What follows belongs to an exercise in optimizing a design on an open flow for small area and a short achievable clock period; a production flow would make more cautious choices. Only simulation tests tie the RTL to the original design; equivalence was not proved. No activity file was given, so power comes from the tool's default toggle rates.

Design badicecream, start of the top module:
module badicecream(input         Clk,                 
                             Reset,               
                             frame_clk,           
                input [10:0]   DrawX, DrawY ,    
				input [15:0]   keycode,				  
               	output logic is_BI	,			 
				output logic [10:0] BI_X, BI_Y,
				input logic up_wall, down_wall , left_wall, right_wall,
				output logic [10:0] BI_X_Pos, BI_Y_Pos,
				output logic [5:0] BI_BlkX_Pos, BI_BlkY_Pos
              );
	localparam [1:0] RIGHT = 2'd0, LEFT = 2'd1, UP = 2'd2, DOWN = 2'd3;
	logic frame_clk_delayed, frame_clk_rising_edge;
	logic [2:0] per_frame_counter;    
	logic [2:0] frame_counter;        
	logic       walking;
	logic [1:0] facing;
	logic [5:0] x_hi, y_hi;
	logic [4:0] off;
	always_ff @(posedge Clk) begin
		frame_clk_delayed     <= frame_clk;
		frame_clk_rising_edge <= frame_clk & ~frame_clk_delayed;
	end
	wire kW = (keycode[7:0] == 8'd26) | (keycode[15:8] == 8'd26);
	wire kA = (keycode[7:0] == 8'd4)  | (keycode[15:8] == 8'd4);
	wire kS = (keycode[7:0] == 8'd22) | (keycode[15:8] == 8'd22);
	wire kD = (keycode[7:0] == 8'd7)  | (keycode[15:8] == 8'd7);
	wire anykey = kW | kA | kS | kD;
	logic [1:0] key_dir;
	logic       key_wall;
	always_comb begin
		if (kW)      begin key_dir = UP;    key_wall = up_wall;    end
		else if (kA) begin key_dir = LEFT;  key_wall = left_wall;  end
  ...
export LEC_CHECK = 0
export CAP_MARGIN = 20
export CORE_MARGIN = 2
export CORE_UTILIZATION = 40
export SETUP_SLACK_MARGIN = 2.5
export SLEW_MARGIN = 20
create_clock -name core_clock -period 8.0 [get_ports {Clk}]
standard.sh (not shown) runs the stock make flow with config.mk's settings and CLKGATE_MAP_FILE= SYNTH_SCRIPT=/design/flow/synth_recipe.tcl, a recipe that flattens the netlist after the stock synthesis.
==> flow/flow/run.sh <==
#!/bin/bash
# The standard ORFS layout with these changes:
#  - the smallest buffer (buf_1) on every input and output port,
#  - adders left as plain logic (no half/full adder cells),
#  - ABC maps the logic with flow/abc_map.script instead of ORFS's speed script.
# Synthesis is otherwise the standard flow's own script (synth_recipe.tcl), so registers and
# their names are those of the standard synthesis.
set -euo pipefail
here=$PWD
export BUFFER_PORTS_ARGS="-buffer_cell sky130_fd_sc_hd__buf_1"
export ADDER_MAP_FILE=
{
  head -n 1 synth_recipe.tcl
  cat <<TCL
proc abc {args} {
  set i [lsearch -exact \$args -script]
  if { \$i >= 0 } { lset args [expr {\$i + 1}] $here/flow/abc_map.script }
  yosys abc {*}\$args
}
TCL
  tail -n +2 synth_recipe.tcl
} > own_synth.tcl
sed "s#SYNTH_SCRIPT=[^ ]*#SYNTH_SCRIPT=$here/own_synth.tcl#" standard.sh > own_standard.sh
grep -q "SYNTH_SCRIPT=$here/own_synth.tcl" own_standard.sh
bash own_standard.sh > standard.log 2>&1
==> flow/flow/abc_map.script <==
strash
dch
map -D 1500
topo
stime -c
buffer -c
upsize -c
dnsize -c
Change:
==> flow/flow/run.sh (replaced) <==
#!/bin/bash
# Standard ORFS layout, with the smallest buffer on every input and output port
# and without mapping adders to the library's half/full adder cells.
set -euo pipefail
export BUFFER_PORTS_ARGS="-buffer_cell sky130_fd_sc_hd__buf_1"
export ADDER_MAP_FILE=
bash standard.sh > standard.log 2>&1
- SETUP_SLACK_MARGIN: 2.5 -> 3.0
removed: flow/flow/abc_map.script
Utilization rose by 5.0 points. Setup slack gains 0.19 ns. Total power rises by about 1.1%. Routed wire length is higher by 7.5%. Cell count went down by about 1.8%. Via count rises by about 1.3%. Synthesized cell count shrinks by about 7%. Synthesized area came out higher by 6.4%. Sequential cell count does not change. Global-route usage goes down by 0.62 points.
Change:
==> flow/flow/run.sh (replaced) <==
#!/bin/bash
# The standard ORFS layout with these changes:
#  - the smallest buffer (buf_1) on every input and output port,
#  - adders left as plain logic (no half/full adder cells),
#  - ABC maps the logic with flow/abc_map.script instead of ORFS's speed script.
# Synthesis is otherwise the standard flow's own script (synth_recipe.tcl), so registers and
# their names are those of the standard synthesis.
set -euo pipefail
here=$PWD
export BUFFER_PORTS_ARGS="-buffer_cell sky130_fd_sc_hd__buf_1"
export ADDER_MAP_FILE=
export SETUP_MOVE_SEQUENCE=buffer,split,swap
export SKIP_LAST_GASP=1
{
  head -n 1 synth_recipe.tcl
  cat <<TCL
proc abc {args} {
  set i [lsearch -exact \$args -script]
  if { \$i >= 0 } { lset args [expr {\$i + 1}] $here/flow/abc_map.script }
  yosys abc {*}\$args
}
TCL
  tail -n +2 synth_recipe.tcl
} > own_synth.tcl
sed "s#SYNTH_SCRIPT=[^ ]*#SYNTH_SCRIPT=$here/own_synth.tcl#" standard.sh > own_standard.sh
grep -q "SYNTH_SCRIPT=$here/own_synth.tcl" own_standard.sh
bash own_standard.sh > standard.log 2>&1
==> flow/flow/abc_map.script (new file) <==
strash
dch
map -D 1500
topo
stime -c
buffer -c
upsize -c
dnsize -c
=> The changed run completed without violations. Power hardly moves. Wire length drops by 4.6%. Maximum frequency drops by 3.3%. Setup slack loses 0.18 ns. Sequential power stays flat.
Change:
--- a/flow/flow/run.sh
+++ b/flow/flow/run.sh
@@ -11,4 +11,2 @@
 export ADDER_MAP_FILE=
-export SETUP_MOVE_SEQUENCE=buffer,split,swap
-export SKIP_LAST_GASP=1
 {
- SETUP_SLACK_MARGIN: 3.0 -> 0.2
Cell area falls by a few percent.
Fmax falls slightly.
Die area stays the same.
Utilization falls by 2.1 points.
Final cell count falls by a few percent.
Hold slack is about the same.
Routed wire length falls by a few percent.
Clock skew hardly moves.
Clock power hardly moves.


Setup of run A:
Starting RTL as in the previous note.
==> flow/config.mk <==
export PLATFORM = sky130hd
export DESIGN_NAME = badicecream
export DESIGN_NICKNAME = badicecream
export VERILOG_FILES = /design/flow/design.v
export SDC_FILE = /design/flow/constraint.sdc
export NUM_CORES = 4
export LEC_CHECK = 0
export CAP_MARGIN = 20
export CORE_MARGIN = 2
export CORE_UTILIZATION = 40
export SETUP_SLACK_MARGIN = 0.2
export SLEW_MARGIN = 20
==> flow/constraint.sdc <==
create_clock -name core_clock -period 8.0 [get_ports {Clk}]
set_input_delay 1.6000 -clock core_clock [delete_from_list [all_inputs] [get_ports {Clk}]]
set_output_delay 1.6000 -clock core_clock [all_outputs]
set_load 0.01 [all_outputs]
run.sh (not shown) runs the stock make flow with config.mk's settings and CLKGATE_MAP_FILE= SYNTH_SCRIPT=/design/flow/synth_recipe.tcl, a recipe that flattens the netlist after the stock synthesis.
Stock flow here: none of the scripts above is used.
Run A: PASS, flow complete, no timing, DRC or antenna violations
diff inputs: run A => run B
- CTS_CLUSTER_DIAMETER now 200, previously not set
- SETUP_SLACK_MARGIN now 2.5, was 0.2
- CTS_CLUSTER_SIZE now 30, previously not set
==> flow/flow/run.sh (new file) <==
#!/bin/bash
# The standard ORFS layout with these changes:
#  - the smallest buffer (buf_1) on every input and output port,
#  - adders left as plain logic (no half/full adder cells),
#  - ABC maps the logic with flow/abc_map.script instead of ORFS's speed script.
# Synthesis is otherwise the standard flow's own script (synth_recipe.tcl), so registers and
# their names are those of the standard synthesis.
set -euo pipefail
here=$PWD
export BUFFER_PORTS_ARGS="-buffer_cell sky130_fd_sc_hd__buf_1"
export ADDER_MAP_FILE=
{
  head -n 1 synth_recipe.tcl
  cat <<TCL
proc abc {args} {
  set i [lsearch -exact \$args -script]
  if { \$i >= 0 } { lset args [expr {\$i + 1}] $here/flow/abc_map.script }
  yosys abc {*}\$args
}
TCL
  tail -n +2 synth_recipe.tcl
} > own_synth.tcl
sed "s#SYNTH_SCRIPT=[^ ]*#SYNTH_SCRIPT=$here/own_synth.tcl#" standard.sh > own_standard.sh
grep -q "SYNTH_SCRIPT=$here/own_synth.tcl" own_standard.sh
bash own_standard.sh > standard.log 2>&1
==> flow/flow/abc_map.script (new file) <==
strash
dch
map -D 1500
topo
stime -c
buffer -c
upsize -c
dnsize -c
==> flow/standard.sh (new file) <==
#!/bin/bash
# synth_recipe.tcl (not shown) runs the flow's synth.tcl, then flattens the netlist and writes it again
# the make line also repeats each setting of config.mk as NAME=value (left out here)
make -C /OpenROAD-flow-scripts/flow DESIGN_CONFIG=/design/flow/config.mk WORK_HOME=/design/flow/orfs CLKGATE_MAP_FILE= SYNTH_SCRIPT=/design/flow/synth_recipe.tcl "${@:-finish}"
removed: flow/run.sh
[summary]
Run B finished every step from synthesis to the final layout, and the layout passed the timing, DRC and antenna checks. Run comparison: run B global routing's busiest layer met1; run A global routing's busiest layer met2. Die span in y delta for run B relative to run A: 3.5% lower. Aggregate routed wire length (run B vs. run A) decreases by a few percent. Floorplan check, run B vs run A: die outline smaller in run B. fa_1 as the cell with the largest stage delay on the worst path was reported by run A, and or2_2 by run B.
Changes in run C relative to run B:
- CTS_CLUSTER_SIZE: 30 -> unset
- CTS_CLUSTER_DIAMETER: 200 -> unset
-- flow/flow/run.sh --
<<< run B, line 1
#!/bin/bash
# The standard ORFS layout with these changes:
#  - the smallest buffer (buf_1) on every input and output port,
>>> run C, line 1
#!/bin/bash
# The standard ORFS layout with three changes:
#  - the smallest buffer (buf_1) on every input and output port,
==> flow/flow/abc_map.script <==
strash
dch
map
topo
stime -c
buffer -c
upsize -c
dnsize -c
Results
Run C finished end to end and its layout was clean on timing, DRC and antenna.
When run C is set beside run B, its final standard cell count with taps included and fillers excluded turns out to be 57 larger.
Compared with run B, in run C initial core utilization rose by 0.50 points, hold slack climbed 4.0 ps, final wirelength now larger.
For run D, these inputs were changed with respect to run C:
==> flow/flow/run.sh <==
#!/bin/bash
# Standard ORFS layout, with the smallest buffer on every input and output port
# and without mapping adders to the library's half/full adder cells.
set -euo pipefail
export BUFFER_PORTS_ARGS="-buffer_cell sky130_fd_sc_hd__buf_1"
export ADDER_MAP_FILE=
bash standard.sh > standard.log 2>&1
removed: flow/flow/abc_map.script
==> comparison <==
| post-route standard cell area excluding fillers | run D vs run C | about 3% lower |. Compare run D and run C | proportion of synthesized area in mux cells higher: run D. Cmp run D and run C / slew at the pin closest to its max-slew limit / higher: run D. Going from run C to run D, non-filler instance count after layout shrinks by about 12%. Clock power went down by more than a quarter going from run C to run D. Of run D and run C, the run reporting the lower simple-gate area share of the yosys netlist was run D.

==> re-timing with driven ports <==
No port has a modelled driver above. Below, the same layouts with a new extraction and two added sets of constraints.
Step 1 sets driving cells, clkbuf_16 on the clock port and buf_2 on the other inputs (assumed; they add their load-dependent delay and slew).
Step 2, shift: input delay + t, output delay - t, t = (earliest + latest rising clock arrival at the registers) / 2. This alone moves slack from input paths to output paths.
Three values: ideal ports, drivers, drivers and shift; two values: the first two.
run | t (ns) | slack for setup (ns) | pins driven straight from the clock port
the first run of note 1 | 0.296 | 2.711 / 2.691 / 2.691 | 1
the second run of note 1 | 0.296 | 2.902 / 2.864 / 2.864 | 1
the third run of note 1 | 0.294 | 2.727 / 2.707 / 2.707 | 1
the fourth run of note 1 | 0.294 | 2.695 / 2.675 / 2.675 | 1
run A | 0.297 | 0.916 / 0.889 / 0.889 | 1
run B | 0.296 | 2.711 / 2.691 / 2.691 | 1
run C | 0.304 | 2.858 / 2.837 / 2.837 | 1
run D | 0.295 | 2.716 / 2.697 / 2.697 | 1
After both steps setup and hold are still met in every run listed. For the second run of note 1, which loses most, drivers alone change the setup slack by -0.038 ns; drivers and shift together by -0.038 ns.
